This design comes from an exercise in tuning for small area, a short achievable clock period and few clock cycles per item on the open sky130 flow, not from production work. At most, simulation tests tie the RTL to the original design; equivalence was not proved. Only the layout flow was run in run 4; the RTL was not checked for function there. Power figures rest on the tool's default switching activity, not on a simulated workload.

$ cat run.sh
#!/bin/bash
# synth_recipe.tcl (not shown) runs the flow's synth.tcl, then flattens the netlist and writes it again
# the make line also repeats each setting of config.mk as NAME=value (left out here)
make -C /OpenROAD-flow-scripts/flow DESIGN_CONFIG=/design/flow/config.mk WORK_HOME=/design/flow/orfs CLKGATE_MAP_FILE= SYNTH_SCRIPT=/design/flow/synth_recipe.tcl finish
$ cat config.mk
export PLATFORM = sky130hd
export DESIGN_NAME = alu
export DESIGN_NICKNAME = alu
export VERILOG_FILES = /design/flow/design.v
export SDC_FILE = /design/flow/constraint.sdc
export NUM_CORES = 4
export LEC_CHECK = 0
export CAP_MARGIN = 0
export CORE_MARGIN = 2
export CORE_UTILIZATION = 40
export CTS_BUF_LIST = sky130_fd_sc_hd__clkbuf_4
export PLACE_DENSITY = 0.6
export SETUP_SLACK_MARGIN = 4.3
export SLEW_MARGIN = 0
export TNS_END_PERCENT = 0
$ cat constraint.sdc
create_clock -name core_clock -period 6.5 [get_ports {clk_i}]
set_input_delay 1.3000 -clock core_clock [delete_from_list [all_inputs] [get_ports {clk_i}]]
set_output_delay 1.3000 -clock core_clock [all_outputs]
set_load 0.01 [all_outputs]
$ cat design.v
module alu
  #(
    parameter IN_WL = 15,
    parameter OUT_WL = 16
    )
  (
    input wire rstb,
    input wire clk_i,
    input wire in_valid,                  
    output wire in_ready,                 
    input wire [1:0] cmd,                 
    input wire [IN_WL-1:0] a,             
    input wire [IN_WL-1:0] b,             
    output logic out_valid,               
    output logic [OUT_WL-1:0] r           
  );
  assign in_ready = 1'b1;
  logic mul1;
  logic as2;
  logic sub3;
  logic dv4;
  logic e1_5;
  logic e2_6;
  logic ng_7;
  logic pp8;
  logic pp9;
  logic pp10;
  logic pp11;
  logic pp12;
  logic pp13;
  logic pp14;
  logic pp15;
  logic pp16;
  logic pp17;
  logic pp18;
  logic pp19;
  logic pp20;
  logic pp21;
  logic pp22;
  logic pp23;
  logic e1_24;
  logic e2_25;
  logic ng_26;
  logic pp27;
  logic pp28;
  logic pp29;
  logic pp30;
  logic pp31;
  logic pp32;
  logic pp33;
  logic pp34;
  logic pp35;
  logic pp36;
  logic pp37;
  logic pp38;
  logic pp39;
  logic pp40;
  logic e1_41;
  logic e2_42;
  logic ng_43;
  logic pp44;
  logic pp45;
  logic pp46;
  logic pp47;
  logic pp48;
  logic pp49;
  logic pp50;
  logic pp51;
  logic pp52;
  logic pp53;
  logic pp54;
  logic pp55;
  logic e1_56;
  logic e2_57;
  logic ng_58;
  logic pp59;
  logic pp60;
  logic pp61;
  logic pp62;
  logic pp63;
  logic pp64;
  logic pp65;
  logic pp66;
  logic pp67;
  logic pp68;
  logic e1_69;
  logic e2_70;
  logic ng_71;
  logic pp72;
  logic pp73;
  logic pp74;
  logic pp75;
  logic pp76;
  logic pp77;
  logic pp78;
  logic pp79;
  logic e1_80;
  logic e2_81;
  logic ng_82;
  logic pp83;
  logic pp84;
  logic pp85;
  logic pp86;
  logic pp87;
  logic pp88;
  logic e1_89;
  logic e2_90;
  logic ng_91;
  logic pp92;
  logic pp93;
  logic pp94;
  logic pp95;
  logic e1_96;
  logic e2_97;
  logic pp98;
  logic pp99;
  logic bz100;
  logic sh101;
  logic sh102;
  logic sh103;
  logic sh104;
  logic sh105;
  logic sh106;
  logic sh107;
  logic sh108;
  logic sh109;
  logic sh110;
  logic sh111;
  logic sh112;
  logic sh113;
  logic sh114;
  logic sh115;
  logic sh116;
  logic sh117;
  logic sh118;
  logic sh119;
  logic sh120;
  logic sh121;
  logic sh122;
  logic sh123;
  logic sh124;
  logic sh125;
  logic sh126;
  logic sh127;
  logic sh128;
  logic sh129;
  logic sh130;
  logic sh131;
  logic sh132;
  logic sh133;
  logic sh134;
  logic sh135;
  logic sh136;
  logic sh137;
  logic sh138;
  logic sh139;
  logic sh140;
  logic sh141;
  logic sh142;
  logic sh143;
  logic sh144;
  logic sh145;
  logic sh146;
  logic sh147;
  logic sh148;
  logic sh149;
  logic sh150;
  logic sh151;
  logic sh152;
  logic sh153;
  logic sh154;
  logic sh155;
  logic sh156;
  logic sh157;
  logic sh158;
  logic sh159;
  logic sh160;
  logic y161;
  logic y162;
  logic y163;
  logic y164;
  logic y165;
  logic y166;
  logic y167;
  logic y168;
  logic y169;
  logic y170;
  logic y171;
  logic y172;
  logic y173;
  logic y174;
  logic y175;
  logic y176;
  logic s177;
  logic c178;
  logic s179;
  logic c180;
  logic s181;
  logic c182;
  logic s183;
  logic c184;
  logic s185;
  logic c186;
  logic s187;
  logic c188;
  logic s189;
  logic c190;
  logic s191;
  logic c192;
  logic s193;
  logic c194;
  logic s195;
  logic c196;
  logic s197;
  logic c198;
  logic s199;
  logic c200;
  logic s201;
  logic c202;
  logic s203;
  logic c204;
  logic s205;
  logic c206;
  logic s207;
  logic s208;
  logic s209;
  logic s210;
  logic c211;
  logic s212;
  logic c213;
  logic s214;
  logic c215;
  logic s216;
  logic c217;
  logic s218;
  logic c219;
  logic s220;
  logic c221;
  logic s222;
  logic c223;
  logic s224;
  logic c225;
  logic s226;
  logic c227;
  logic s228;
  logic c229;
  logic s230;
  logic c231;
  logic s232;
  logic c233;
  logic s234;
  logic c235;
  logic s236;
  logic c237;
  logic s238;
  logic c239;
  logic s240;
  logic c241;
  logic s242;
  logic c243;
  logic s244;
  logic c245;
  logic s246;
  logic c247;
  logic s248;
  logic c249;
  logic s250;
  logic s251;
  logic s252;
  logic c253;
  logic s254;
  logic c255;
  logic s256;
  logic c257;
  logic s258;
  logic c259;
  logic s260;
  logic c261;
  logic s262;
  logic c263;
  logic s264;
  logic c265;
  logic s266;
  logic c267;
  logic s268;
  logic c269;
  logic s270;
  logic c271;
  logic s272;
  logic c273;
  logic s274;
  logic c275;
  logic s276;
  logic c277;
  logic s278;
  logic c279;
  logic s280;
  logic s281;
  logic c282;
  logic s283;
  logic c284;
  logic s285;
  logic c286;
  logic s287;
  logic c288;
  logic s289;
  logic c290;
  logic s291;
  logic c292;
  logic s293;
  logic c294;
  logic s295;
  logic c296;
  logic s297;
  logic c298;
  logic s299;
  logic c300;
  logic s301;
  logic c302;
  logic s303;
  logic c304;
  logic s305;
  logic c306;
  logic s307;
  logic c308;
  logic s309;
  logic c310;
  logic s311;
  logic e1_5_q1;
  logic a_0_q1;
  logic ng_7_q1;
  logic a_1_q1;
  logic e2_6_q1;
  logic a_2_q1;
  logic a_3_q1;
  logic a_4_q1;
  logic a_5_q1;
  logic a_6_q1;
  logic a_7_q1;
  logic a_8_q1;
  logic a_9_q1;
  logic a_10_q1;
  logic a_11_q1;
  logic a_12_q1;
  logic a_13_q1;
  logic a_14_q1;
  logic as2_q1;
  logic e1_24_q1;
  logic ng_26_q1;
  logic e2_25_q1;
  logic e1_41_q1;
  logic ng_43_q1;
  logic e2_42_q1;
  logic e1_56_q1;
  logic ng_58_q1;
  logic e2_57_q1;
  logic e1_69_q1;
  logic ng_71_q1;
  logic e2_70_q1;
  logic e1_80_q1;
  logic ng_82_q1;
  logic e2_81_q1;
  logic e1_89_q1;
  logic ng_91_q1;
  logic e2_90_q1;
  logic e1_96_q1;
  logic e2_97_q1;
  logic y169_q1;
  logic y170_q1;
  logic y171_q1;
  logic y172_q1;
  logic y173_q1;
  logic y174_q1;
  logic y175_q1;
  logic y176_q1;
  logic y165_q1;
  logic y166_q1;
  logic y167_q1;
  logic y168_q1;
  logic y163_q1;
  logic y164_q1;
  logic s252_q1;
  logic y161_q1;
  logic c253_q1;
  logic y162_q1;
  logic c269_q2;
  logic s232_q2;
  logic s270_q2;
  logic s236_q2;
  logic c271_q2;
  logic s272_q2;
  logic s240_q2;
  logic c273_q2;
  logic s274_q2;
  logic s244_q2;
  logic c275_q2;
  logic s276_q2;
  logic s248_q2;
  logic c277_q2;
  logic s278_q2;
  logic s251_q2;
  logic c279_q2;
  logic s280_q2;
  logic s281_q2;
  logic c282_q2;
  logic c284_q2;
  logic c286_q2;
  logic c288_q2;
  logic c290_q2;
  logic c292_q2;
  logic c294_q2;
  logic c296_q2;
  logic c298_q2;
  logic c300_q2;
  logic c302_q2;
  logic pp8_q2;
  logic s283_q2;
  logic s285_q2;
  logic s287_q2;
  logic s289_q2;
  logic s291_q2;
  logic s293_q2;
  logic s295_q2;
  logic s297_q2;
  logic s299_q2;
  assign mul1 = cmd[1] & ~cmd[0];
  assign as2 = ~cmd[1];
  assign sub3 = ~cmd[1] & cmd[0];
  assign dv4 = cmd[1] & cmd[0];
  assign e1_5 = ((mul1 & (b[0] ^ 1'b0)) | as2);
  assign e2_6 = (mul1 & ((b[1] & ~b[0] & ~1'b0) | (~b[1] & b[0] & 1'b0)));
  assign ng_7 = (mul1 & b[1]);
  assign pp8 = ((e1_5_q1 & a_0_q1) ^ ng_7_q1);
  assign pp9 = (((e1_5_q1 & a_1_q1) | (e2_6_q1 & a_0_q1)) ^ ng_7_q1);
  assign pp10 = (((e1_5_q1 & a_2_q1) | (e2_6_q1 & a_1_q1)) ^ ng_7_q1);
  assign pp11 = (((e1_5_q1 & a_3_q1) | (e2_6_q1 & a_2_q1)) ^ ng_7_q1);
  assign pp12 = (((e1_5_q1 & a_4_q1) | (e2_6_q1 & a_3_q1)) ^ ng_7_q1);
  assign pp13 = (((e1_5_q1 & a_5_q1) | (e2_6_q1 & a_4_q1)) ^ ng_7_q1);
  assign pp14 = (((e1_5_q1 & a_6_q1) | (e2_6_q1 & a_5_q1)) ^ ng_7_q1);
  assign pp15 = (((e1_5_q1 & a_7_q1) | (e2_6_q1 & a_6_q1)) ^ ng_7_q1);
  assign pp16 = (((e1_5_q1 & a_8_q1) | (e2_6_q1 & a_7_q1)) ^ ng_7_q1);
  assign pp17 = (((e1_5_q1 & a_9_q1) | (e2_6_q1 & a_8_q1)) ^ ng_7_q1);
  assign pp18 = (((e1_5_q1 & a_10_q1) | (e2_6_q1 & a_9_q1)) ^ ng_7_q1);
  assign pp19 = (((e1_5_q1 & a_11_q1) | (e2_6_q1 & a_10_q1)) ^ ng_7_q1);
  assign pp20 = (((e1_5_q1 & a_12_q1) | (e2_6_q1 & a_11_q1)) ^ ng_7_q1);
  assign pp21 = (((e1_5_q1 & a_13_q1) | (e2_6_q1 & a_12_q1)) ^ ng_7_q1);
  assign pp22 = (((e1_5_q1 & a_14_q1) | (e2_6_q1 & a_13_q1)) ^ ng_7_q1);
  assign pp23 = (((e2_6_q1 | as2_q1) & a_14_q1) ^ ng_7_q1);
  assign e1_24 = (mul1 & (b[2] ^ b[1]));
  assign e2_25 = (mul1 & ((b[3] & ~b[2] & ~b[1]) | (~b[3] & b[2] & b[1])));
  assign ng_26 = (mul1 & b[3]);
  assign pp27 = ((e1_24_q1 & a_0_q1) ^ ng_26_q1);
  assign pp28 = (((e1_24_q1 & a_1_q1) | (e2_25_q1 & a_0_q1)) ^ ng_26_q1);
  assign pp29 = (((e1_24_q1 & a_2_q1) | (e2_25_q1 & a_1_q1)) ^ ng_26_q1);
  assign pp30 = (((e1_24_q1 & a_3_q1) | (e2_25_q1 & a_2_q1)) ^ ng_26_q1);
  assign pp31 = (((e1_24_q1 & a_4_q1) | (e2_25_q1 & a_3_q1)) ^ ng_26_q1);
  assign pp32 = (((e1_24_q1 & a_5_q1) | (e2_25_q1 & a_4_q1)) ^ ng_26_q1);
  assign pp33 = (((e1_24_q1 & a_6_q1) | (e2_25_q1 & a_5_q1)) ^ ng_26_q1);
  assign pp34 = (((e1_24_q1 & a_7_q1) | (e2_25_q1 & a_6_q1)) ^ ng_26_q1);
  assign pp35 = (((e1_24_q1 & a_8_q1) | (e2_25_q1 & a_7_q1)) ^ ng_26_q1);
  assign pp36 = (((e1_24_q1 & a_9_q1) | (e2_25_q1 & a_8_q1)) ^ ng_26_q1);
  assign pp37 = (((e1_24_q1 & a_10_q1) | (e2_25_q1 & a_9_q1)) ^ ng_26_q1);
  assign pp38 = (((e1_24_q1 & a_11_q1) | (e2_25_q1 & a_10_q1)) ^ ng_26_q1);
  assign pp39 = (((e1_24_q1 & a_12_q1) | (e2_25_q1 & a_11_q1)) ^ ng_26_q1);
  assign pp40 = (((e1_24_q1 & a_13_q1) | (e2_25_q1 & a_12_q1)) ^ ng_26_q1);
  assign e1_41 = (mul1 & (b[4] ^ b[3]));
  assign e2_42 = (mul1 & ((b[5] & ~b[4] & ~b[3]) | (~b[5] & b[4] & b[3])));
  assign ng_43 = (mul1 & b[5]);
  assign pp44 = ((e1_41_q1 & a_0_q1) ^ ng_43_q1);
  assign pp45 = (((e1_41_q1 & a_1_q1) | (e2_42_q1 & a_0_q1)) ^ ng_43_q1);
  assign pp46 = (((e1_41_q1 & a_2_q1) | (e2_42_q1 & a_1_q1)) ^ ng_43_q1);
  assign pp47 = (((e1_41_q1 & a_3_q1) | (e2_42_q1 & a_2_q1)) ^ ng_43_q1);
  assign pp48 = (((e1_41_q1 & a_4_q1) | (e2_42_q1 & a_3_q1)) ^ ng_43_q1);
  assign pp49 = (((e1_41_q1 & a_5_q1) | (e2_42_q1 & a_4_q1)) ^ ng_43_q1);
  assign pp50 = (((e1_41_q1 & a_6_q1) | (e2_42_q1 & a_5_q1)) ^ ng_43_q1);
  assign pp51 = (((e1_41_q1 & a_7_q1) | (e2_42_q1 & a_6_q1)) ^ ng_43_q1);
  assign pp52 = (((e1_41_q1 & a_8_q1) | (e2_42_q1 & a_7_q1)) ^ ng_43_q1);
  assign pp53 = (((e1_41_q1 & a_9_q1) | (e2_42_q1 & a_8_q1)) ^ ng_43_q1);
  assign pp54 = (((e1_41_q1 & a_10_q1) | (e2_42_q1 & a_9_q1)) ^ ng_43_q1);
  assign pp55 = (((e1_41_q1 & a_11_q1) | (e2_42_q1 & a_10_q1)) ^ ng_43_q1);
  assign e1_56 = (mul1 & (b[6] ^ b[5]));
  assign e2_57 = (mul1 & ((b[7] & ~b[6] & ~b[5]) | (~b[7] & b[6] & b[5])));
  assign ng_58 = (mul1 & b[7]);
  assign pp59 = ((e1_56_q1 & a_0_q1) ^ ng_58_q1);
  assign pp60 = (((e1_56_q1 & a_1_q1) | (e2_57_q1 & a_0_q1)) ^ ng_58_q1);
  assign pp61 = (((e1_56_q1 & a_2_q1) | (e2_57_q1 & a_1_q1)) ^ ng_58_q1);
  assign pp62 = (((e1_56_q1 & a_3_q1) | (e2_57_q1 & a_2_q1)) ^ ng_58_q1);
  assign pp63 = (((e1_56_q1 & a_4_q1) | (e2_57_q1 & a_3_q1)) ^ ng_58_q1);
  assign pp64 = (((e1_56_q1 & a_5_q1) | (e2_57_q1 & a_4_q1)) ^ ng_58_q1);
  assign pp65 = (((e1_56_q1 & a_6_q1) | (e2_57_q1 & a_5_q1)) ^ ng_58_q1);
  assign pp66 = (((e1_56_q1 & a_7_q1) | (e2_57_q1 & a_6_q1)) ^ ng_58_q1);
  assign pp67 = (((e1_56_q1 & a_8_q1) | (e2_57_q1 & a_7_q1)) ^ ng_58_q1);
  assign pp68 = (((e1_56_q1 & a_9_q1) | (e2_57_q1 & a_8_q1)) ^ ng_58_q1);
  assign e1_69 = (mul1 & (b[8] ^ b[7]));
  assign e2_70 = (mul1 & ((b[9] & ~b[8] & ~b[7]) | (~b[9] & b[8] & b[7])));
  assign ng_71 = (mul1 & b[9]);
  assign pp72 = ((e1_69_q1 & a_0_q1) ^ ng_71_q1);
  assign pp73 = (((e1_69_q1 & a_1_q1) | (e2_70_q1 & a_0_q1)) ^ ng_71_q1);
  assign pp74 = (((e1_69_q1 & a_2_q1) | (e2_70_q1 & a_1_q1)) ^ ng_71_q1);
  assign pp75 = (((e1_69_q1 & a_3_q1) | (e2_70_q1 & a_2_q1)) ^ ng_71_q1);
  assign pp76 = (((e1_69_q1 & a_4_q1) | (e2_70_q1 & a_3_q1)) ^ ng_71_q1);
  assign pp77 = (((e1_69_q1 & a_5_q1) | (e2_70_q1 & a_4_q1)) ^ ng_71_q1);
  assign pp78 = (((e1_69_q1 & a_6_q1) | (e2_70_q1 & a_5_q1)) ^ ng_71_q1);
  assign pp79 = (((e1_69_q1 & a_7_q1) | (e2_70_q1 & a_6_q1)) ^ ng_71_q1);
  assign e1_80 = (mul1 & (b[10] ^ b[9]));
  assign e2_81 = (mul1 & ((b[11] & ~b[10] & ~b[9]) | (~b[11] & b[10] & b[9])));
  assign ng_82 = (mul1 & b[11]);
  assign pp83 = ((e1_80_q1 & a_0_q1) ^ ng_82_q1);
  assign pp84 = (((e1_80_q1 & a_1_q1) | (e2_81_q1 & a_0_q1)) ^ ng_82_q1);
  assign pp85 = (((e1_80_q1 & a_2_q1) | (e2_81_q1 & a_1_q1)) ^ ng_82_q1);
  assign pp86 = (((e1_80_q1 & a_3_q1) | (e2_81_q1 & a_2_q1)) ^ ng_82_q1);
  assign pp87 = (((e1_80_q1 & a_4_q1) | (e2_81_q1 & a_3_q1)) ^ ng_82_q1);
  assign pp88 = (((e1_80_q1 & a_5_q1) | (e2_81_q1 & a_4_q1)) ^ ng_82_q1);
  assign e1_89 = (mul1 & (b[12] ^ b[11]));
  assign e2_90 = (mul1 & ((b[13] & ~b[12] & ~b[11]) | (~b[13] & b[12] & b[11])));
  assign ng_91 = (mul1 & b[13]);
  assign pp92 = ((e1_89_q1 & a_0_q1) ^ ng_91_q1);
  assign pp93 = (((e1_89_q1 & a_1_q1) | (e2_90_q1 & a_0_q1)) ^ ng_91_q1);
  assign pp94 = (((e1_89_q1 & a_2_q1) | (e2_90_q1 & a_1_q1)) ^ ng_91_q1);
  assign pp95 = (((e1_89_q1 & a_3_q1) | (e2_90_q1 & a_2_q1)) ^ ng_91_q1);
  assign e1_96 = (mul1 & (b[14] ^ b[13]));
  assign e2_97 = (mul1 & ((1'b0 & ~b[14] & ~b[13]) | (~1'b0 & b[14] & b[13])));
  assign pp98 = ((e1_96_q1 & a_0_q1));
  assign pp99 = (((e1_96_q1 & a_1_q1) | (e2_97_q1 & a_0_q1)));
  assign bz100 = ~(b[4] | b[5] | b[6] | b[7] | b[8] | b[9] | b[10] | b[11] | b[12] | b[13] | b[14]);
  assign sh101 = (b[0] ? a[1] : a[0]);
  assign sh102 = (b[0] ? a[2] : a[1]);
  assign sh103 = (b[0] ? a[3] : a[2]);
  assign sh104 = (b[0] ? a[4] : a[3]);
  assign sh105 = (b[0] ? a[5] : a[4]);
  assign sh106 = (b[0] ? a[6] : a[5]);
  assign sh107 = (b[0] ? a[7] : a[6]);
  assign sh108 = (b[0] ? a[8] : a[7]);
  assign sh109 = (b[0] ? a[9] : a[8]);
  assign sh110 = (b[0] ? a[10] : a[9]);
  assign sh111 = (b[0] ? a[11] : a[10]);
  assign sh112 = (b[0] ? a[12] : a[11]);
  assign sh113 = (b[0] ? a[13] : a[12]);
  assign sh114 = (b[0] ? a[14] : a[13]);
  assign sh115 = (~b[0] & a[14]);
  assign sh116 = (b[1] ? sh103 : sh101);
  assign sh117 = (b[1] ? sh104 : sh102);
  assign sh118 = (b[1] ? sh105 : sh103);
  assign sh119 = (b[1] ? sh106 : sh104);
  assign sh120 = (b[1] ? sh107 : sh105);
  assign sh121 = (b[1] ? sh108 : sh106);
  assign sh122 = (b[1] ? sh109 : sh107);
  assign sh123 = (b[1] ? sh110 : sh108);
  assign sh124 = (b[1] ? sh111 : sh109);
  assign sh125 = (b[1] ? sh112 : sh110);
  assign sh126 = (b[1] ? sh113 : sh111);
  assign sh127 = (b[1] ? sh114 : sh112);
  assign sh128 = (b[1] ? sh115 : sh113);
  assign sh129 = (~b[1] & sh114);
  assign sh130 = (~b[1] & sh115);
  assign sh131 = (b[2] ? sh120 : sh116);
  assign sh132 = (b[2] ? sh121 : sh117);
  assign sh133 = (b[2] ? sh122 : sh118);
  assign sh134 = (b[2] ? sh123 : sh119);
  assign sh135 = (b[2] ? sh124 : sh120);
  assign sh136 = (b[2] ? sh125 : sh121);
  assign sh137 = (b[2] ? sh126 : sh122);
  assign sh138 = (b[2] ? sh127 : sh123);
  assign sh139 = (b[2] ? sh128 : sh124);
  assign sh140 = (b[2] ? sh129 : sh125);
  assign sh141 = (b[2] ? sh130 : sh126);
  assign sh142 = (~b[2] & sh127);
  assign sh143 = (~b[2] & sh128);
  assign sh144 = (~b[2] & sh129);
  assign sh145 = (~b[2] & sh130);
  assign sh146 = (b[3] ? sh139 : sh131);
  assign sh147 = (b[3] ? sh140 : sh132);
  assign sh148 = (b[3] ? sh141 : sh133);
  assign sh149 = (b[3] ? sh142 : sh134);
  assign sh150 = (b[3] ? sh143 : sh135);
  assign sh151 = (b[3] ? sh144 : sh136);
  assign sh152 = (b[3] ? sh145 : sh137);
  assign sh153 = (~b[3] & sh138);
  assign sh154 = (~b[3] & sh139);
  assign sh155 = (~b[3] & sh140);
  assign sh156 = (~b[3] & sh141);
  assign sh157 = (~b[3] & sh142);
  assign sh158 = (~b[3] & sh143);
  assign sh159 = (~b[3] & sh144);
  assign sh160 = (~b[3] & sh145);
  assign y161 = ((as2 & (b[0] ^ cmd[0])) | (dv4 & sh146 & bz100));
  assign y162 = ((as2 & (b[1] ^ cmd[0])) | (dv4 & sh147 & bz100));
  assign y163 = ((as2 & (b[2] ^ cmd[0])) | (dv4 & sh148 & bz100));
  assign y164 = ((as2 & (b[3] ^ cmd[0])) | (dv4 & sh149 & bz100));
  assign y165 = ((as2 & (b[4] ^ cmd[0])) | (dv4 & sh150 & bz100));
  assign y166 = ((as2 & (b[5] ^ cmd[0])) | (dv4 & sh151 & bz100));
  assign y167 = ((as2 & (b[6] ^ cmd[0])) | (dv4 & sh152 & bz100));
  assign y168 = ((as2 & (b[7] ^ cmd[0])) | (dv4 & sh153 & bz100));
  assign y169 = ((as2 & (b[8] ^ cmd[0])) | (dv4 & sh154 & bz100));
  assign y170 = ((as2 & (b[9] ^ cmd[0])) | (dv4 & sh155 & bz100));
  assign y171 = ((as2 & (b[10] ^ cmd[0])) | (dv4 & sh156 & bz100));
  assign y172 = ((as2 & (b[11] ^ cmd[0])) | (dv4 & sh157 & bz100));
  assign y173 = ((as2 & (b[12] ^ cmd[0])) | (dv4 & sh158 & bz100));
  assign y174 = ((as2 & (b[13] ^ cmd[0])) | (dv4 & sh159 & bz100));
  assign y175 = ((as2 & (b[14] ^ cmd[0])) | (dv4 & sh160 & bz100));
  assign y176 = (as2 & (b[14] ^ cmd[0]));
  assign s177 = ng_71_q1 ^ y169_q1;
  assign c178 = ng_71_q1 & y169_q1;
  assign s179 = y170_q1 ^ pp17;
  assign c180 = y170_q1 & pp17;
  assign s181 = ng_82_q1 ^ y171_q1 ^ pp83;
  assign c182 = (ng_82_q1 & y171_q1) | (ng_82_q1 & pp83) | (y171_q1 & pp83);
  assign s183 = pp18 ^ pp35;
  assign c184 = pp18 & pp35;
  assign s185 = y172_q1 ^ pp19 ^ pp36;
  assign c186 = (y172_q1 & pp19) | (y172_q1 & pp36) | (pp19 & pp36);
  assign s187 = pp51 ^ pp64;
  assign c188 = pp51 & pp64;
  assign s189 = ng_91_q1 ^ y173_q1 ^ pp92;
  assign c190 = (ng_91_q1 & y173_q1) | (ng_91_q1 & pp92) | (y173_q1 & pp92);
  assign s191 = pp20 ^ pp37 ^ pp52;
  assign c192 = (pp20 & pp37) | (pp20 & pp52) | (pp37 & pp52);
  assign s193 = pp65 ^ pp76;
  assign c194 = pp65 & pp76;
  assign s195 = y174_q1 ^ pp21 ^ pp38;
  assign c196 = (y174_q1 & pp21) | (y174_q1 & pp38) | (pp21 & pp38);
  assign s197 = pp53 ^ pp66 ^ pp77;
  assign c198 = (pp53 & pp66) | (pp53 & pp77) | (pp66 & pp77);
  assign s199 = pp86 ^ pp93;
  assign c200 = pp86 & pp93;
  assign s201 = y175_q1 ^ pp98 ^ pp22;
  assign c202 = (y175_q1 & pp98) | (y175_q1 & pp22) | (pp98 & pp22);
  assign s203 = pp39 ^ pp54 ^ pp67;
  assign c204 = (pp39 & pp54) | (pp39 & pp67) | (pp54 & pp67);
  assign s205 = pp78 ^ pp87 ^ pp94;
  assign c206 = (pp78 & pp87) | (pp78 & pp94) | (pp87 & pp94);
  assign s207 = y176_q1 ^ pp23 ^ pp40;
  assign s208 = pp55 ^ pp68 ^ pp79;
  assign s209 = pp88 ^ pp95 ^ pp99;
  assign s210 = ng_43_q1 ^ y165_q1;
  assign c211 = ng_43_q1 & y165_q1;
  assign s212 = y166_q1 ^ pp13;
  assign c213 = y166_q1 & pp13;
  assign s214 = ng_58_q1 ^ y167_q1 ^ pp59;
  assign c215 = (ng_58_q1 & y167_q1) | (ng_58_q1 & pp59) | (y167_q1 & pp59);
  assign s216 = pp14 ^ pp31;
  assign c217 = pp14 & pp31;
  assign s218 = y168_q1 ^ pp15 ^ pp32;
  assign c219 = (y168_q1 & pp15) | (y168_q1 & pp32) | (pp15 & pp32);
  assign s220 = pp47 ^ pp60;
  assign c221 = pp47 & pp60;
  assign s222 = pp72 ^ pp16 ^ pp33;
  assign c223 = (pp72 & pp16) | (pp72 & pp33) | (pp16 & pp33);
  assign s224 = pp48 ^ pp61 ^ s177;
  assign c225 = (pp48 & pp61) | (pp48 & s177) | (pp61 & s177);
  assign s226 = pp34 ^ pp49 ^ pp62;
  assign c227 = (pp34 & pp49) | (pp34 & pp62) | (pp49 & pp62);
  assign s228 = pp73 ^ c178 ^ s179;
  assign c229 = (pp73 & c178) | (pp73 & s179) | (c178 & s179);
  assign s230 = pp50 ^ pp63 ^ pp74;
  assign c231 = (pp50 & pp63) | (pp50 & pp74) | (pp63 & pp74);
  assign s232 = c180 ^ s183 ^ s181;
  assign c233 = (c180 & s183) | (c180 & s181) | (s183 & s181);
  assign s234 = pp75 ^ pp84 ^ c184;
  assign c235 = (pp75 & pp84) | (pp75 & c184) | (pp84 & c184);
  assign s236 = s187 ^ c182 ^ s185;
  assign c237 = (s187 & c182) | (s187 & s185) | (c182 & s185);
  assign s238 = pp85 ^ c188 ^ s193;
  assign c239 = (pp85 & c188) | (pp85 & s193) | (c188 & s193);
  assign s240 = c186 ^ s189 ^ s191;
  assign c241 = (c186 & s189) | (c186 & s191) | (s189 & s191);
  assign s242 = c194 ^ s199 ^ c190;
  assign c243 = (c194 & s199) | (c194 & c190) | (s199 & c190);
  assign s244 = c192 ^ s195 ^ s197;
  assign c245 = (c192 & s195) | (c192 & s197) | (s195 & s197);
  assign s246 = c200 ^ c196 ^ c198;
  assign c247 = (c200 & c196) | (c200 & c198) | (c196 & c198);
  assign s248 = s201 ^ s203 ^ s205;
  assign c249 = (s201 & s203) | (s201 & s205) | (s203 & s205);
  assign s250 = c202 ^ c204 ^ c206;
  assign s251 = s207 ^ s208 ^ s209;
  assign s252 = sub3 ^ ng_7;
  assign c253 = sub3 & ng_7;
  assign s254 = ng_26_q1 ^ y163_q1;
  assign c255 = ng_26_q1 & y163_q1;
  assign s256 = y164_q1 ^ pp11;
  assign c257 = y164_q1 & pp11;
  assign s258 = pp44 ^ pp12 ^ pp29;
  assign c259 = (pp44 & pp12) | (pp44 & pp29) | (pp12 & pp29);
  assign s260 = pp30 ^ pp45 ^ c211;
  assign c261 = (pp30 & pp45) | (pp30 & c211) | (pp45 & c211);
  assign s262 = pp46 ^ c213 ^ s216;
  assign c263 = (pp46 & c213) | (pp46 & s216) | (c213 & s216);
  assign s264 = c217 ^ s220 ^ c215;
  assign c265 = (c217 & s220) | (c217 & c215) | (s220 & c215);
  assign s266 = c221 ^ c219 ^ s222;
  assign c267 = (c221 & c219) | (c221 & s222) | (c219 & s222);
  assign s268 = c223 ^ s226 ^ c225;
  assign c269 = (c223 & s226) | (c223 & c225) | (s226 & c225);
  assign s270 = c227 ^ s230 ^ c229;
  assign c271 = (c227 & s230) | (c227 & c229) | (s230 & c229);
  assign s272 = c231 ^ s234 ^ c233;
  assign c273 = (c231 & s234) | (c231 & c233) | (s234 & c233);
  assign s274 = c235 ^ s238 ^ c237;
  assign c275 = (c235 & s238) | (c235 & c237) | (s238 & c237);
  assign s276 = c239 ^ s242 ^ c241;
  assign c277 = (c239 & s242) | (c239 & c241) | (s242 & c241);
  assign s278 = c243 ^ c245 ^ s246;
  assign c279 = (c243 & c245) | (c243 & s246) | (c245 & s246);
  assign s280 = c247 ^ c249 ^ s250;
  assign s281 = s252_q1 ^ y161_q1;
  assign c282 = s252_q1 & y161_q1;
  assign s283 = c253_q1 ^ y162_q1 ^ pp9;
  assign c284 = (c253_q1 & y162_q1) | (c253_q1 & pp9) | (y162_q1 & pp9);
  assign s285 = pp27 ^ pp10 ^ s254;
  assign c286 = (pp27 & pp10) | (pp27 & s254) | (pp10 & s254);
  assign s287 = pp28 ^ c255 ^ s256;
  assign c288 = (pp28 & c255) | (pp28 & s256) | (c255 & s256);
  assign s289 = s210 ^ c257 ^ s258;
  assign c290 = (s210 & c257) | (s210 & s258) | (c257 & s258);
  assign s291 = s212 ^ c259 ^ s260;
  assign c292 = (s212 & c259) | (s212 & s260) | (c259 & s260);
  assign s293 = c261 ^ s214 ^ s262;
  assign c294 = (c261 & s214) | (c261 & s262) | (s214 & s262);
  assign s295 = s218 ^ c263 ^ s264;
  assign c296 = (s218 & c263) | (s218 & s264) | (c263 & s264);
  assign s297 = s224 ^ c265 ^ s266;
  assign c298 = (s224 & c265) | (s224 & s266) | (c265 & s266);
  assign s299 = s228 ^ c267 ^ s268;
  assign c300 = (s228 & c267) | (s228 & s268) | (c267 & s268);
  assign s301 = c269_q2 ^ s232_q2 ^ s270_q2;
  assign c302 = (c269 & s232) | (c269 & s270) | (s232 & s270);
  assign s303 = s236_q2 ^ c271_q2 ^ s272_q2;
  assign c304 = (s236_q2 & c271_q2) | (s236_q2 & s272_q2) | (c271_q2 & s272_q2);
  assign s305 = s240_q2 ^ c273_q2 ^ s274_q2;
  assign c306 = (s240_q2 & c273_q2) | (s240_q2 & s274_q2) | (c273_q2 & s274_q2);
  assign s307 = s244_q2 ^ c275_q2 ^ s276_q2;
  assign c308 = (s244_q2 & c275_q2) | (s244_q2 & s276_q2) | (c275_q2 & s276_q2);
  assign s309 = s248_q2 ^ c277_q2 ^ s278_q2;
  assign c310 = (s248_q2 & c277_q2) | (s248_q2 & s278_q2) | (c277_q2 & s278_q2);
  assign s311 = s251_q2 ^ c279_q2 ^ s280_q2;
  always_ff @(posedge clk_i) begin
    e1_5_q1 <= e1_5;
    a_0_q1 <= a[0];
    ng_7_q1 <= ng_7;
    a_1_q1 <= a[1];
    e2_6_q1 <= e2_6;
    a_2_q1 <= a[2];
    a_3_q1 <= a[3];
    a_4_q1 <= a[4];
    a_5_q1 <= a[5];
    a_6_q1 <= a[6];
    a_7_q1 <= a[7];
    a_8_q1 <= a[8];
    a_9_q1 <= a[9];
    a_10_q1 <= a[10];
    a_11_q1 <= a[11];
    a_12_q1 <= a[12];
    a_13_q1 <= a[13];
    a_14_q1 <= a[14];
    as2_q1 <= as2;
    e1_24_q1 <= e1_24;
    ng_26_q1 <= ng_26;
    e2_25_q1 <= e2_25;
    e1_41_q1 <= e1_41;
    ng_43_q1 <= ng_43;
    e2_42_q1 <= e2_42;
    e1_56_q1 <= e1_56;
    ng_58_q1 <= ng_58;
    e2_57_q1 <= e2_57;
    e1_69_q1 <= e1_69;
    ng_71_q1 <= ng_71;
    e2_70_q1 <= e2_70;
    e1_80_q1 <= e1_80;
    ng_82_q1 <= ng_82;
    e2_81_q1 <= e2_81;
    e1_89_q1 <= e1_89;
    ng_91_q1 <= ng_91;
    e2_90_q1 <= e2_90;
    e1_96_q1 <= e1_96;
    e2_97_q1 <= e2_97;
    y169_q1 <= y169;
    y170_q1 <= y170;
    y171_q1 <= y171;
    y172_q1 <= y172;
    y173_q1 <= y173;
    y174_q1 <= y174;
    y175_q1 <= y175;
    y176_q1 <= y176;
    y165_q1 <= y165;
    y166_q1 <= y166;
    y167_q1 <= y167;
    y168_q1 <= y168;
    y163_q1 <= y163;
    y164_q1 <= y164;
    s252_q1 <= s252;
    y161_q1 <= y161;
    c253_q1 <= c253;
    y162_q1 <= y162;
    c269_q2 <= c269;
    s232_q2 <= s232;
    s270_q2 <= s270;
    s236_q2 <= s236;
    c271_q2 <= c271;
    s272_q2 <= s272;
    s240_q2 <= s240;
    c273_q2 <= c273;
    s274_q2 <= s274;
    s244_q2 <= s244;
    c275_q2 <= c275;
    s276_q2 <= s276;
    s248_q2 <= s248;
    c277_q2 <= c277;
    s278_q2 <= s278;
    s251_q2 <= s251;
    c279_q2 <= c279;
    s280_q2 <= s280;
    s281_q2 <= s281;
    c282_q2 <= c282;
    c284_q2 <= c284;
    c286_q2 <= c286;
    c288_q2 <= c288;
    c290_q2 <= c290;
    c292_q2 <= c292;
    c294_q2 <= c294;
    c296_q2 <= c296;
    c298_q2 <= c298;
    c300_q2 <= c300;
    c302_q2 <= c302;
    pp8_q2 <= pp8;
    s283_q2 <= s283;
    s285_q2 <= s285;
    s287_q2 <= s287;
    s289_q2 <= s289;
    s291_q2 <= s291;
    s293_q2 <= s293;
    s295_q2 <= s295;
    s297_q2 <= s297;
    s299_q2 <= s299;
  end
  logic [15:0] sum_x, sum_y;
  assign sum_x = {c310, c308, c306, c304, c302_q2, c300_q2, c298_q2, c296_q2, c294_q2, c292_q2, c290_q2, c288_q2, c286_q2, c284_q2, c282_q2, s281_q2};
  assign sum_y = {s311, s309, s307, s305, s303, s301, s299_q2, s297_q2, s295_q2, s293_q2, s291_q2, s289_q2, s287_q2, s285_q2, s283_q2, pp8_q2};
  logic [1:0] vld;
  always_ff @(posedge clk_i) begin
    if (!rstb) begin
      vld <= '0;
      out_valid <= 1'b0;
    end else begin
      vld <= {vld, in_valid};
      out_valid <= vld[1];
    end
    r <= sum_x + sum_y;
  end
endmodule
==> results of run 1 <==
==> cell type report <==
cell class | count | area, um2 | area share
clock inverter | 15 | 159 | 0.0198
clock buffer | 17 | 128 | 0.0159
timing repair buffer | 66 | 509 | 0.0633
sequential | 116 | 2410 | 0.299
multi-input combinational | 455 | 4350 | 0.541
antenna | 1 | 2.50 | 0.000311
inverter | 55 | 206 | 0.0257
tap | 225 | 282 | 0.0350
==> Yosys cell counts (all sizes together) (2+ instances only) <==
master | number | area, um2
clkbuf | 25 | 93.8
or2 | 2 | 12.5
o22ai | 10 | 62.6
nand3 | 3 | 20.0
buf | 22 | 136
mux4 | 13 | 293
a21oi | 27 | 135
ha | 30 | 375
mux2 | 3 | 33.8
o21bai | 3 | 22.5
xnor2 | 87 | 762
nor2 | 40 | 173
nand2 | 19 | 71.3
mux2i | 10 | 100
inv | 54 | 203
a22o | 2 | 17.5
fa | 47 | 941
a211oi | 2 | 15.0
o21ai | 12 | 63.8
xor2 | 33 | 289
or3 | 3 | 18.8
and2 | 15 | 93.8
a22oi | 67 | 503
dfxtp | 116 | 2320
a21o | 4 | 30.0
==> worst reg2reg max path, delay by kind of cell, from the launching register on <==
family,cells,cell delay (ns)
adder cells (fa/ha/maj),3,1.38
flip-flops,1,0.41
AO/OA/AOI/OAI,1,0.23
XOR/XNOR,1,0.19
==> stage by stage <==
step | util | hold WS (ns) | area, um2 | total power [mW]
6_report | 0.468 | 0.433 | 8050 | 2.62
5_1_grt | 0.468 | 0.471 | 8050 | 2.83
4_1_cts | 0.458 | 0.437 | 7870 | 2.60
3_5_place_dp | 0.439 | 0.414 | 7540 | 2.13
3_3_place_gp | 0.439 | 0.418 | 7540 | 2.10
2_1_floorplan | - | 0.406 | 6990 | 1.81
==> repair_timing <==
item	in CTS	in global routing
setup buffers	7	8
gates resized for setup	167	31
endpoints found under the setup margin	89	54
pin swaps	3	6
==> routing by layer <==
metal / track usage / up-vias / part of all wire
met1: 0.228 / 2392 / 0.45
met3: 0.0380 / 36 / 0.053
met4: 0.0868 / 0 / 0.028
li1: - / 2361 / -
met5: 0 / - / 0
met2: 0.284 / 187 / 0.47
==> power groups by stage <==
stage	logic (mW)	clock network, mW	registers, mW
finish	1.15	0.510	0.956
global route	1.30	0.563	0.973
CTS	1.12	0.527	0.958
detailed placement	1.15	0	0.980
global placement	1.13	0	0.976
floorplan	0.843	0	0.970
==> cells by family (layout without fill, tap and decap cells) <==
family                   count (synthesis)  in the layout  synth area share
AND/OR/NAND/NOR                         91             91            0.0653
XOR/XNOR                               120            120             0.151
multiplexers                            26             26            0.0612
other                                    1              2          0.000538
AO/OA/AOI/OAI                          139            139             0.137
adder cells (fa/ha/maj)                 78             78             0.190
buffers and inverters                  102            153            0.0626
flip-flops                             116            116             0.333
==> worst paths after layout <==
path | depth (start not counted) | from | slack (ns) | end
max | 6 | b[7] | 4.14 | y173_q1$_DFF_P_
min | 1 | vld[1]$_SDFF_PN0_ | 0.43 | out_valid$_SDFF_PN0_
max reg2reg | 5 | e1_5_q1$_DFF_P_ | 4.18 | s297_q2$_DFF_P_
min reg2reg | 1 | vld[1]$_SDFF_PN0_ | 0.43 | out_valid$_SDFF_PN0_
==> impl_metrics.csv, run 1 <==
group,metric,value,unit
floorplanning,num_rows,48,
global_routing,antenna_found_initial,1,
timing,hold_viol,0,
global_routing,grt_max_degree,24,
power,seqPwrFrac,0.365,
drt,remaining_drc_errors,0,
critical_path,cp_slowest_stage_delay,0.54,ns
synth,synth_flop_cell,"dfxtp_1",
critical_path,worstPathArrival,2.84,ns
layout,nNetsFinal,823,
power,p_sw,974,uW
floorplanning,die_area,18500,um2
global_routing,first_global_vias,5015,
synth,syn-cell-area,6980,um2
place,gp_congestion,0.976,
critical_path,required,6.97,ns
critical_path,cp_top_family,"simple AND/OR/NAND/NOR gates",
clock_tree,clock_latency,0.54,ns
worst_hold_path,hp-class,"reg -> reg",
clock_tree,clockBufferDepth,2,
drt,first_pass_iters,5,
drt,wire_per_inst,16.6,um
power,powerDensity,325,nW/um2
synth,ys_ff_latch,116,
synth,ys_seq_area_frac,0.333,
power,p_int,1.64,mW
drt,wl,15.8,mm
critical_path,slowest_stage,"or4_4",
clock_tree,cts-root-buf,"clkbuf_4",
layout,fillers,1627,
critical_path,cp-start-kind,"primary input",
power,clkPwrFrac,0.195,
clock_tree,hold_buffers,0,
layout,layout_common_cells,"89 x dfxtp_1, 84 x xnor2_1, 53 x inv_1, 53 x a22oi_1, 46 x fa_1",
layout,reg.largest.list,"r x16, vld x2",
synth,synthArstFlopShare,0,
clock_tree,numCtsBuffers,17,
critical_path,path_class,"in -> reg",
critical_path,end_kind,"flip-flop",
global_routing,grt_usage,0.178,
clock_tree,h-tree-depth,4,
timing,min_period,2.36,ns
floorplanning,io_pins,53,
layout,stdcell_count,950,
synth,yosysWarnings,1,
critical_path,worstPathCellList,"dlygate4sd2_1, nor2_4, nand3_2, or4_4, or3_1, o21ai_2",
layout,final_common_cell,"dfxtp_1",
layout,synthToLayoutAreaGrowth,15.3,%
timing,max-slew-margin-rel,0.625,
timing,max_freq,423,MHz
timing,tightest_slew,0.562,ns
timing,fin_skew,0.0134,ns
synth,avgSynthCellArea,10.4,um2
layout,top_register,"r",
synth,syn-instance-count,673,
floorplanning,core-area,17200,um2
timing,slew_violations,0,
floorplanning,die_y,136,um
clock_tree,clk_pin_slew,0.11,ns
timing,rsz0062_at_grt,"yes",
power,comb_power_share,0.440,
power,p_sw_frac,0.372,
synth,synth.distinct_cells,59,
drt,via_per_inst,5.24,
floorplanning,initial_core_util,0.406,
synth,synth_nets,785,
power,p_leak,3.30,nW
floorplanning,die_x,136,um
synth,synth_enable_flop_cells,0,
timing,setup_tns,0,ns
job,drv_cap,0,
timing,worst_slack,4.14,ns
drt,vias,4976,
drt,drtIter0Drc,217,
place,dp_cells,902,
clock_tree,tritoncts,"done",
global_routing,overflow,0,
place,dp_hpwl,11.6,mm
critical_path,path_buf_inv,1,
place,post-place-ws,2.66,ns
global_routing,grt_pass1_wl,25.3,mm
critical_path,critPathMaxFanout,7,
clock_tree,clkSinkCount,116,
place,io_buffers,51,
layout,largest_reg_flops,16,
layout,drive_above_1_share,0.202,
power,peakVddDrop,0.000174,V
outcome,status,"complete, no violations",
timing,setup_viol,0,
timing,fin_crit_sh,0.363,
drt,antenna_left,0,
Testbench counts, summed over its fixed seeds: cycles 16,016, items 16,000.
==> inputs of run 2 (changes only) <==
--- a/config.mk
+++ b/config.mk
@@ -12,3 +12,3 @@
 export PLACE_DENSITY = 0.6
-export SETUP_SLACK_MARGIN = 4.3
+export SETUP_SLACK_MARGIN = 4.2
 export SLEW_MARGIN = 0
==> run 2 against run 1 <==
  * Still clean on timing, DRC and antenna
  * Sequential power hardly changed
  * Flip-flop and latch count stayed put
  * Synthesized cell count stayed put
  * Worst hold slack hardly changed
  * Routed wire length is 2.1% lower
  * Core utilization is 0.37 points lower
  * Non-clock buffer count is 5 lower
  * Register-to-register slack hardly changed
  * Fmax is 0.91% lower
  * Cell count is 0.53% lower
  * Final area is 0.79% lower
  * Clock skew is 0.00062 ns lower
  * Critical endpoint unchanged
  * Largest power group unchanged
==> impl_metrics.csv, run 2 <==
group,metric,value,unit
outcome,status,"complete, no violations",
timing,tightest_slew,0.598,ns
drt,via_per_inst,5.21,
floorplanning,initial_core_util,0.406,
timing,slew_violations,0,
critical_path,end_kind,"flip-flop",
synth,yosys.area.top_type,"dfxtp_1",
worst_hold_path,hp-class,"reg -> reg",
layout,nNetsFinal,818,
layout,final_common_cell,"dfxtp_1",
floorplanning,die_y,136,um
critical_path,r2r_slack,4.18,ns
clock_tree,hold_buffers,0,
timing,max_freq,419,MHz
layout,synthToLayoutAreaGrowth,14.4,%
layout,top_register,"r",
critical_path,cp-start-kind,"primary input",
synth,synth_flop_cell,"dfxtp_1",
power,power,2.61,mW
job,drv_cap,0,
layout,reg.largest.list,"r x16, vld x2",
clock_tree,clkSinkCount,116,
floorplanning,io_pins,53,
worst_hold_path,min_path_cells,1,
drt,vias,4920,
power,peakVddDrop,0.000173,V
synth,syn-cell-area,6980,um2
place,gp_congestion,0.976,
power,p_leak,3.27,nW
place,post-place-ws,2.66,ns
drt,remaining_drc_errors,0,
layout,post-route-util,0.465,
floorplanning,num_rows,48,
floorplanning,core-area,17200,um2
place,postPlaceCellArea,7540,um2
critical_path,worstPathArrival,2.85,ns
layout,drive_above_1_share,0.186,
synth,ys_ff_latch,116,
global_routing,overflow,0,
global_routing,grt_usage,0.178,
critical_path,required,6.97,ns
synth,synth_nets,785,
floorplanning,die_area,18500,um2
layout,fillers,1630,
clock_tree,h-tree-depth,4,
synth,yosysMostFrequentCell,"dfxtp_1",
timing,setup_viol,0,
timing,worst_slack,4.12,ns
clock_tree,cts-root-buf,"clkbuf_4",
drt,wire_per_inst,16.3,um
place,io_buffers,51,
critical_path,timing.rr.start,"e1_5_q1$_DFF_P_",
clock_tree,clock_latency,0.53,ns
synth,ys_top_cells_by_area,"dfxtp_1 33%, fa_1 13%, xnor2_1 11%",
global_routing,grt_pass1_wl,25.3,mm
clock_tree,tritoncts,"done",
synth,avgSynthCellArea,10.4,um2
timing,setup_tns,0,ns
layout,fin_area,7980,um2
timing,max-slew-margin-rel,0.601,
drt,antenna_left,0,
synth,yosysWarnings,1,
critical_path,path_class,"in -> reg",
place,dp_cells,902,
worst_hold_path,hold_start,"vld[1]$_SDFF_PN0_",
timing,rsz0062_at_grt,"yes",
timing,fin_crit_sh,0.367,
clock_tree,numCtsBuffers,17,
drt,wl,15.4,mm
synth,synthArstFlopShare,0,
place,dp_hpwl,11.6,mm
layout,layout_common_cells,"89 x dfxtp_1, 84 x xnor2_1, 57 x a22oi_1",
timing,min_period,2.38,ns
power,powerDensity,327,nW/um2
synth,synth.distinct_cells,59,
synth,synth_enable_flop_cells,0,
floorplanning,die_x,136,um
timing,fin_skew,0.0127,ns
layout,stdcell_count,945,
drt,drtIter0Drc,167,
synth,synth_top_area_share,0.333,
clock_tree,clk_pin_slew,0.10,ns
critical_path,reg2reg_depth,5,
synth,syn-instance-count,673,
layout,largest_reg_flops,16,
global_routing,antenna_found_initial,1,
drt,first_pass_iters,6,
clock_tree,clockBufferDepth,2,
critical_path,regToRegEndpoint,"s297_q2$_DFF_P_",
global_routing,grt_max_degree,24,
global_routing,first_global_vias,5015,
critical_path,critPathMaxFanout,7,
timing,fin_hold_ws,0.433,ns
timing,hold_viol,0,
worst_hold_path,holdPathEnd,"out_valid$_SDFF_PN0_",
synth,ys_seq_area_frac,0.333,
synth,yosys-top-cells-count,"116 x dfxtp_1, 87 x xnor2_1, 67 x a22oi_1, 53 x inv_1, 47 x fa_1",
-- run 2: layout make-up --
class                      count  area, um2  share of cell area
clock buffer                  17        128              0.0160
multi-input combinational    455       4330               0.542
antenna                        1       2.50            0.000314
sequential                   116       2400               0.301
clock inverter                15        159              0.0199
timing repair buffer          61        478              0.0599
inverter                      55        206              0.0259
tap                          225        282              0.0353
-- run 2: repair_timing --
item	CTS	global route
buffers inserted	7	3
setup endpoints to repair	82	48
pin swaps	3	4
gates resized for setup	167	20
-- run 2: kinds of logic (layout without fill, tap and decap cells) --
kind of cell	after synthesis	after routing	synth area share
compound gates	139	139	0.137
xor+xnor	120	120	0.151
flops	116	116	0.333
buf+inv	102	148	0.0626
simple gates	91	91	0.0653
fa+ha+maj	78	78	0.190
mux	26	26	0.0612
other cells	1	2	0.000538
-- run 2: power by group --
part | leakage, nW | switching (mW) | internal (mW) | total (mW)
Clock | 0.137 | 0.279 | 0.229 | 0.509
Sequential | 0.979 | 0.0808 | 0.876 | 0.956
Combinational | 2.16 | 0.610 | 0.535 | 1.14
Total | 3.27 | 0.970 | 1.64 | 2.61
-- run 2: metal layers --
layer  GRT usage  share of wire
met2       0.284           0.47
met5           0              0
met4      0.0868          0.024
met1       0.228           0.44
met3      0.0380          0.063
-- run 2: worst max-delay path: stages --
cell           delay, ns
dlygate4sd2_1       0.35
nor2_4              0.17
nand3_2             0.09
or4_4               0.53
or3_1               0.34
o21ai_2             0.06
-- run 2: how the worst max path moves through the flow --
stage          cells past startpoint              end  slack [ns]            from
6_report                           6  y173_q1$_DFF_P_        4.12           b[11]
5_1_grt                            5  s299_q2$_DFF_P_        4.09  a_3_q1$_DFF_P_
4_1_cts                            1            r[13]        4.17   r[13]$_DFF_P_
3_5_place_dp                       5  y162_q1$_DFF_P_        2.66            b[0]
3_3_place_gp                       5  y162_q1$_DFF_P_        2.74            b[0]
2_1_floorplan                      7  y173_q1$_DFF_P_        3.87           b[11]
==> inputs of run 3 (changes only) <==
--- a/config.mk
+++ b/config.mk
@@ -9,6 +9,6 @@
 export CORE_MARGIN = 2
-export CORE_UTILIZATION = 40
+export CORE_UTILIZATION = 50
 export CTS_BUF_LIST = sky130_fd_sc_hd__clkbuf_4
-export PLACE_DENSITY = 0.6
-export SETUP_SLACK_MARGIN = 4.2
+export PLACE_DENSITY = 0.65
+export SETUP_SLACK_MARGIN = 4.3
 export SLEW_MARGIN = 0
==> run 3 against run 2 <==
  * Still clean
  * Fmax rose by 1.6%
  * Worst hold slack better by 0.0036 ns
  * Cell count down 4.3%
  * Clock power is about 10% higher
  * Non-clock buffer count increased by 4
  * Critical path depth stayed put
  * Highest routed layer unchanged
==> impl_metrics.csv, run 3 <==
group,metric,value,unit
outcome,status,"complete, no violations",
drt,antenna_left,0,
layout,layout_common_cells,"89 x dfxtp_1, 85 x xnor2_1, 54 x a22oi_1",
synth,synth_enable_flop_cells,0,
drt,wire_per_inst,17.3,um
timing,fin_crit_sh,0.361,
layout,reg.largest.list,"r x16, vld x2",
floorplanning,io_pins,53,
drt,first_pass_iters,5,
synth,ys_ff_latch,116,
timing,slew_violations,0,
drt,wl,15.7,mm
timing,worst_slack,4.15,ns
place,gp_congestion,0.919,
drt,wl_met3,836,um
timing,rsz0062_at_grt,"yes",
place,dp_hpwl,11.6,mm
timing,setup_tns,0,ns
timing,fin_skew,0.0220,ns
job,drv_cap,0,
layout,drive_above_1_share,0.188,
clock_tree,clock_latency,0.54,ns
timing,max_freq,426,MHz
clock_tree,clkSinkCount,116,
drt,drt-met1-wl,6.74,mm
power,power,2.66,mW
global_routing,overflow,0,
floorplanning,die_x,122,um
layout,nNetsFinal,822,
clock_tree,clockBufferDepth,2,
synth,syn-instance-count,673,
synth,ys_top_cells_by_area,"dfxtp_1 33%, fa_1 13%, xnor2_1 11%",
layout,fin_area,7960,um2
critical_path,worstPathArrival,2.82,ns
synth,yosysWarnings,1,
critical_path,r2r_slack,4.16,ns
global_routing,grt_max_degree,24,
critical_path,path_class,"in -> reg",
global_routing,grt_usage,0.224,
floorplanning,initial_core_util,0.506,
timing,max-slew-margin-rel,0.636,
floorplanning,die_y,122,um
place,post-place-ws,2.68,ns
layout,top_register,"r",
synth,yosys-top-cells-count,"116 x dfxtp_1, 87 x xnor2_1, 67 x a22oi_1, 53 x inv_1, 47 x fa_1",
timing,tightest_slew,0.546,ns
floorplanning,die_area,14900,um2
synth,synth_top_area_share,0.333,
power,powerDensity,334,nW/um2
timing,min_period,2.35,ns
synth,avgSynthCellArea,10.4,um2
synth,ys_seq_area_frac,0.333,
synth,synth.distinct_cells,59,
power,peakVddDrop,0.000167,V
synth,synth_flop_cell,"dfxtp_1",
timing,setup_viol,0,
clock_tree,cts-root-buf,"clkbuf_4",
layout,largest_reg_flops,16,
drt,vias,4951,
synth,synth_nets,785,
global_routing,first_global_vias,5030,
critical_path,cp-start-kind,"primary input",
critical_path,required,6.97,ns
critical_path,critPathMaxFanout,7,
drt,drtIter0Drc,308,
layout,fillers,1252,
clock_tree,h-tree-depth,4,
drt,routed.top_layer,"met4",
layout,synthToLayoutAreaGrowth,14.2,%
drt,via_per_inst,5.48,
place,io_buffers,51,
synth,yosysMostFrequentCell,"dfxtp_1",
timing,hold_viol,0,
clock_tree,tritoncts,"done",
power,p_leak,3.30,nW
synth,synthArstFlopShare,0,
critical_path,end_kind,"flip-flop",
place,postPlaceCellArea,7480,um2
global_routing,grt_pass1_wl,25.4,mm
synth,syn-cell-area,6980,um2
global_routing,antenna_found_initial,1,
floorplanning,num_rows,43,
clock_tree,clk_pin_slew,0.10,ns
floorplanning,core-area,13800,um2
worst_hold_path,hp-class,"reg -> reg",
clock_tree,numCtsBuffers,17,
drt,remaining_drc_errors,0,
synth,yosys.area.top_type,"dfxtp_1",
layout,final_common_cell,"dfxtp_1",
drt,met2_length,7.65,mm
-- run 3: logic make-up after synthesis --
| kind of cell | synth area share |
|---|---|
| and+or+nand+nor | 0.0653 |
| adders and majority gates | 0.190 |
| DFF | 0.333 |
| AOI/OAI and AO/OA | 0.137 |
| muxes | 0.0612 |
| buffers and inverters | 0.0626 |
| other | 0.000538 |
| xor gates and xnor gates | 0.151 |
-- run 3: area by class of cell --
cell class | count | area [um2] | share of cell area
inverters | 55 | 206 | 0.0259
clock inverters | 13 | 164 | 0.0206
flip-flops and latches | 116 | 2410 | 0.302
diodes | 1 | 2.50 | 0.000314
clock buffers | 19 | 143 | 0.0179
well taps | 180 | 225 | 0.0283
multi-input cells | 455 | 4320 | 0.542
repair buffers | 65 | 498 | 0.0625
-- run 3: path summary, 6_finish.rpt --
kind                                         from              endpoint  cells past startpoint
worst min-delay path            vld[1]$_SDFF_PN0_  out_valid$_SDFF_PN0_                      1
worst min register to register  vld[1]$_SDFF_PN0_  out_valid$_SDFF_PN0_                      1
worst max register to register    e2_6_q1$_DFF_P_       s280_q2$_DFF_P_                      8
worst max-delay path                         b[9]       y173_q1$_DFF_P_                      6
-- run 3: through the flow --
| step | cells | hold slack, ns | util |
|---|---|---|---|
| after global placement | 857 | 0.412 | 0.543 |
| final | 904 | 0.437 | 0.578 |
| after floorplan | 673 | 0.406 | - |
| after global routing | 904 | 0.459 | 0.578 |
| after CTS | 903 | 0.445 | 0.575 |
| after detailed placement | 857 | 0.417 | 0.543 |
-- run 3: per-layer routing --
layer  GRT usage  vias up
met4      0.0977        0
li1            -     2352
met2       0.376      171
met1       0.278     2394
met5           0        -
met3      0.0482       34
-- run 3: worst max-delay path, stage by stage --
cell	delay [ns]
dlygate4sd2_1	0.33
nor2_2	0.17
nand4b_1	0.11
or4_4	0.50
or3_1	0.34
o21ai_2	0.07
-- run 3: power by group --
| part | switching [mW] | internal [mW] |
|---|---|---|
| sequential | 0.0832 | 0.876 |
| clock | 0.256 | 0.306 |
| combinational | 0.603 | 0.534 |
| total | 0.943 | 1.72 |
-- run 3: timing repair --
item	4_1_cts	5_1_grt
pin swaps	6	3
hold buffers	0	0
gates resized for setup	183	12
setup buffers	14	0
endpoints found under the hold margin	0	0
setup endpoints to repair	87	53
==> inputs of run 4 (changes only) <==
--- a/design.v
+++ b/design.v
@@ -385,5 +385,2 @@
   logic y162_q1;
-  logic c269_q2;
-  logic s232_q2;
-  logic s270_q2;
   logic s236_q2;
@@ -425,2 +422,3 @@
   logic s299_q2;
+  logic s301_q2;
   assign mul1 = cmd[1] & ~cmd[0];
@@ -725,3 +723,3 @@
   assign c300 = (s228 & c267) | (s228 & s268) | (c267 & s268);
-  assign s301 = c269_q2 ^ s232_q2 ^ s270_q2;
+  assign s301 = c269 ^ s232 ^ s270;
   assign c302 = (c269 & s232) | (c269 & s270) | (s232 & s270);
@@ -794,5 +792,2 @@
     y162_q1 <= y162;
-    c269_q2 <= c269;
-    s232_q2 <= s232;
-    s270_q2 <= s270;
     s236_q2 <= s236;
@@ -834,2 +829,3 @@
     s299_q2 <= s299;
+    s301_q2 <= s301;
   end
@@ -837,3 +833,3 @@
   assign sum_x = {c310, c308, c306, c304, c302_q2, c300_q2, c298_q2, c296_q2, c294_q2, c292_q2, c290_q2, c288_q2, c286_q2, c284_q2, c282_q2, s281_q2};
-  assign sum_y = {s311, s309, s307, s305, s303, s301, s299_q2, s297_q2, s295_q2, s293_q2, s291_q2, s289_q2, s287_q2, s285_q2, s283_q2, pp8_q2};
+  assign sum_y = {s311, s309, s307, s305, s303, s301_q2, s299_q2, s297_q2, s295_q2, s293_q2, s291_q2, s289_q2, s287_q2, s285_q2, s283_q2, pp8_q2};
   logic [1:0] vld;
--- a/config.mk
+++ b/config.mk
@@ -9,7 +9,6 @@
 export CORE_MARGIN = 2
-export CORE_UTILIZATION = 50
+export CORE_UTILIZATION = 40
 export CTS_BUF_LIST = sky130_fd_sc_hd__clkbuf_4
-export PLACE_DENSITY = 0.65
+export PLACE_DENSITY = 0.6
 export SETUP_SLACK_MARGIN = 4.3
 export SLEW_MARGIN = 0
-export TNS_END_PERCENT = 0
==> run 4 against run 3 <==
  * Sequential power fell by 2%
  * Critical path depth grew 1
  * Clock skew down 0.0034 ns
  * First-iteration DRC count shrank 45%
  * Synthesized area shrank 1.9%
  * Count of clock-buffer cells in the layout increased by 1
  * Fmax down 0.87%
  * Synthesized cell count down 3.0%
  * Combinational power is 4% lower
  * Setup slack worse by 0.021 ns
  * Global-route usage decreased by 2.2 points
  * Still clean on timing, DRC and antenna
==> impl_metrics.csv, run 4 <==
group,metric,value,unit
worst_hold_path,hp-class,"reg -> reg",
synth,synth.distinct_cells,53,
synth,synth_xor_xnor_area_share,0.152,
power,powerDensity,312,nW/um2
timing,tightest_slew,0.562,ns
global_routing,grt_usage,0.202,
synth,avgSynthCellArea,10.5,um2
floorplanning,initial_core_util,0.411,
clock_tree,h-tree-depth,4,
layout,fillers,1489,
clock_tree,hold_buffers,0,
layout,nNetsFinal,840,
layout,final_common_cell,"dfxtp_1",
power,seqPwrFrac,0.349,
critical_path,path_class,"reg -> reg",
synth,yosysMostFrequentCell,"dfxtp_1",
clock_tree,clkSinkCount,114,
power,comb_power_share,0.408,
synth,yosys.area.top_type,"dfxtp_1",
layout,fin_area,8650,um2
job,drv_cap,0,
global_routing,antenna_found_initial,0,
synth,syn-instance-count,653,
synth,synth_enable_flop_cells,0,
power,clkPwrFrac,0.243,
global_routing,grt_pass1_wl,28.0,mm
timing,max-slew-margin-rel,0.625,
layout,top_register,"r",
synth,ys_ff_latch,114,
clock_tree,numCtsBuffers,17,
synth,synth_top_family_by_area,"adder cells",
clock_tree,cts-root-buf,"clkbuf_4",
drt,wire_per_inst,18.0,um
synth,yosys.area_share.simple,0.0697,
critical_path,critPathMaxFanout,5,
timing,rsz0062_at_grt,"yes",
global_routing,grt_max_degree,24,
place,postPlaceCellArea,7560,um2
clock_tree,clockBufferDepth,2,
clock_tree,tritoncts,"done",
drt,antenna_left,0,
synth,synth_top_area_share,0.334,
synth,synth_nets,766,
synth,synth-adder-area-share,0.195,
place,gp_congestion,0.861,
layout,reg.largest.list,"r x16, vld x2",
critical_path,worstPathArrival,2.76,ns
floorplanning,num_rows,47,
synth,yosys-top-cells-count,"114 x dfxtp_1, 86 x xnor2_1, 64 x a22oi_1, 48 x fa_1, 45 x inv_1",
timing,max_freq,422,MHz
synth,synth_flop_cell,"dfxtp_1",
clock_tree,clk_pin_slew,0.11,ns
layout,synthToLayoutAreaGrowth,26.4,%
power,p_sw,922,uW
floorplanning,core-area,16600,um2
timing,fin_skew,0.0186,ns
synth,synth_compound_area_frac,0.140,
floorplanning,die_x,135,um
drt,remaining_drc_errors,0,
layout,antenna_cells,0,
timing,hold_viol,0,
layout,seq_area,2380,um2
layout,drive_above_1_share,0.342,
synth,ys_top_cells_by_area,"dfxtp_1 33%, fa_1 14%, xnor2_1 11%",
critical_path,end_kind,"flip-flop",
synth,syn-cell-area,6840,um2
drt,vias,5045,
power,p_int,1.77,mW
timing,fin_crit_sh,0.364,
layout,multi_input_area,4620,um2
global_routing,overflow,0,
outcome,status,"complete, no violations",
synth,synthMuxAreaShare,0.0529,
global_routing,first_global_vias,5271,
synth,ys_seq_area_frac,0.334,
layout,largest_reg_flops,16,
critical_path,cp-start-kind,"flip-flop",
floorplanning,io_pins,53,
drt,wl,17.2,mm
place,io_buffers,51,
power,p_leak,3.48,nW
place,dp_hpwl,12.4,mm
clock_tree,clock_latency,0.52,ns
layout,layout_common_cells,"82 x dfxtp_1, 76 x xnor2_1, 38 x inv_1",
timing,setup_tns,0,ns
floorplanning,die_area,18200,um2
synth,synthArstFlopShare,0,
power,peakVddDrop,0.000192,V
timing,slew_violations,0,
floorplanning,die_y,135,um
drt,via_per_inst,5.26,
power,p_sw_frac,0.342,
timing,min_period,2.37,ns
critical_path,required,6.90,ns
drt,drtIter0Drc,170,
drt,first_pass_iters,4,
timing,setup_viol,0,
synth,yosysWarnings,1,
[run 4: cell count changes after synthesis, sizes merged, moves of 3 or more]
cell	before	now
inv	54	45
a21oi	27	23
a22oi	67	64
o21ai	12	15
a211oi	2	6
o211ai	0	4
buf	22	19
nand3b	0	3
nor2b	1	4
nor2	40	31
mux4	13	10
[run 4: final timing paths]
kind | from | end | slack [ns] | cells past startpoint
setup / recovery | e1_41_q1$_DFF_P_ | s278_q2$_DFF_P_ | 4.13 | 7
hold / removal | pp8_q2$_DFF_P_ | r[0]$_DFF_P_ | 0.45 | 1
setup reg to reg | e1_41_q1$_DFF_P_ | s278_q2$_DFF_P_ | 4.13 | 7
hold reg to reg | pp8_q2$_DFF_P_ | r[0]$_DFF_P_ | 0.45 | 1
[run 4: critical path: stages, from the launching register on]
cell	delay, ns
dfxtp_4	0.39
buf_4	0.15
a22oi_2	0.16
xor2_1	0.22
fa_2	0.49
fa_2	0.36
inv_2	0.06
fa_2	0.41
[run 4: layout make-up]
class,count,share of cell area
clock inverter,11,0.0243
inverter,45,0.0195
sequential,114,0.275
clock buffer,20,0.0174
tap,220,0.0318
multi-input combinational,449,0.534
timing repair buffer,100,0.0977
[run 4: metrics by stage]
stage	util	std cells	setup WS [ns]	power, mW	hold WS, ns
after global placement	0.454	879	2.71	1.99	0.419
final	0.520	959	4.13	2.69	0.450
after CTS	0.506	953	4.13	2.67	0.454
after global routing	0.520	959	4.03	2.91	0.473
after detailed placement	0.454	879	2.67	2.03	0.430
after floorplan	-	653	3.98	1.72	0.406
[run 4: routing by layer]
layer  track usage  vias to the layer above  share of wire
li1              -                     2371              -
met1         0.256                     2469           0.44
met2         0.325                      161           0.47
met3        0.0537                       44          0.052
met4        0.0918                        0          0.032
met5             0                        -              0
[run 4: logic make-up (layout without fill, tap and decap cells)]
kind of cell	after synthesis	in the layout
other	1	1
buffers and inverters	90	176
XOR/XNOR	119	119
AO/OA/AOI/OAI	139	139
multiplexers	23	23
AND/OR/NAND/NOR	89	89
flip-flops	114	114
adder cells (fa/ha/maj)	78	78
[run 4: power by group through the flow]
stage / clock [mW] / combinational (mW) / sequential, mW
after floorplan: 0 / 0.763 / 0.954
after global placement: 0 / 1.03 / 0.966
after detailed placement: 0 / 1.06 / 0.969
after CTS: 0.670 / 1.07 / 0.936
after global routing: 0.707 / 1.25 / 0.957
final: 0.654 / 1.10 / 0.941
[run 4: repair_timing]
action	CTS	global route
hold endpoints to repair	0	0
buffers inserted	43	6
resized for setup	219	56
pin swaps	45	24
cloned	0	0
setup endpoints to repair	86	48

[separate check: timing with driven ports]
No port has a modelled driver above. Below, the same layouts with a new extraction and two added sets of constraints.
Step 1 sets driving cells, clkbuf_16 on the clock port and buf_2 on the other inputs (assumed; they add their load-dependent delay and slew).
Step 2 times the ports against the registers' clock, not the clock port: input delays grow and output delays shrink by t, the midpoint of the rising clock arrivals with the driver on.
Slacks: ideal / step 1 / step 2; pairs: ideal / step 1.
run	t, ns	setup WS [ns]	pins driven straight from the clock port
run 1	0.569	4.138 / 4.161 / 3.593	1
run 2	0.565	4.116 / 4.136 / 3.572	1
run 3	0.565	4.154 / 4.164 / 3.608	1
run 4	0.550	4.133 / 4.133 / 3.729	1
After both steps every run listed still meets setup and hold. For run 3, which loses most, drivers alone change the setup slack by +0.010 ns; drivers and shift together by -0.546 ns.
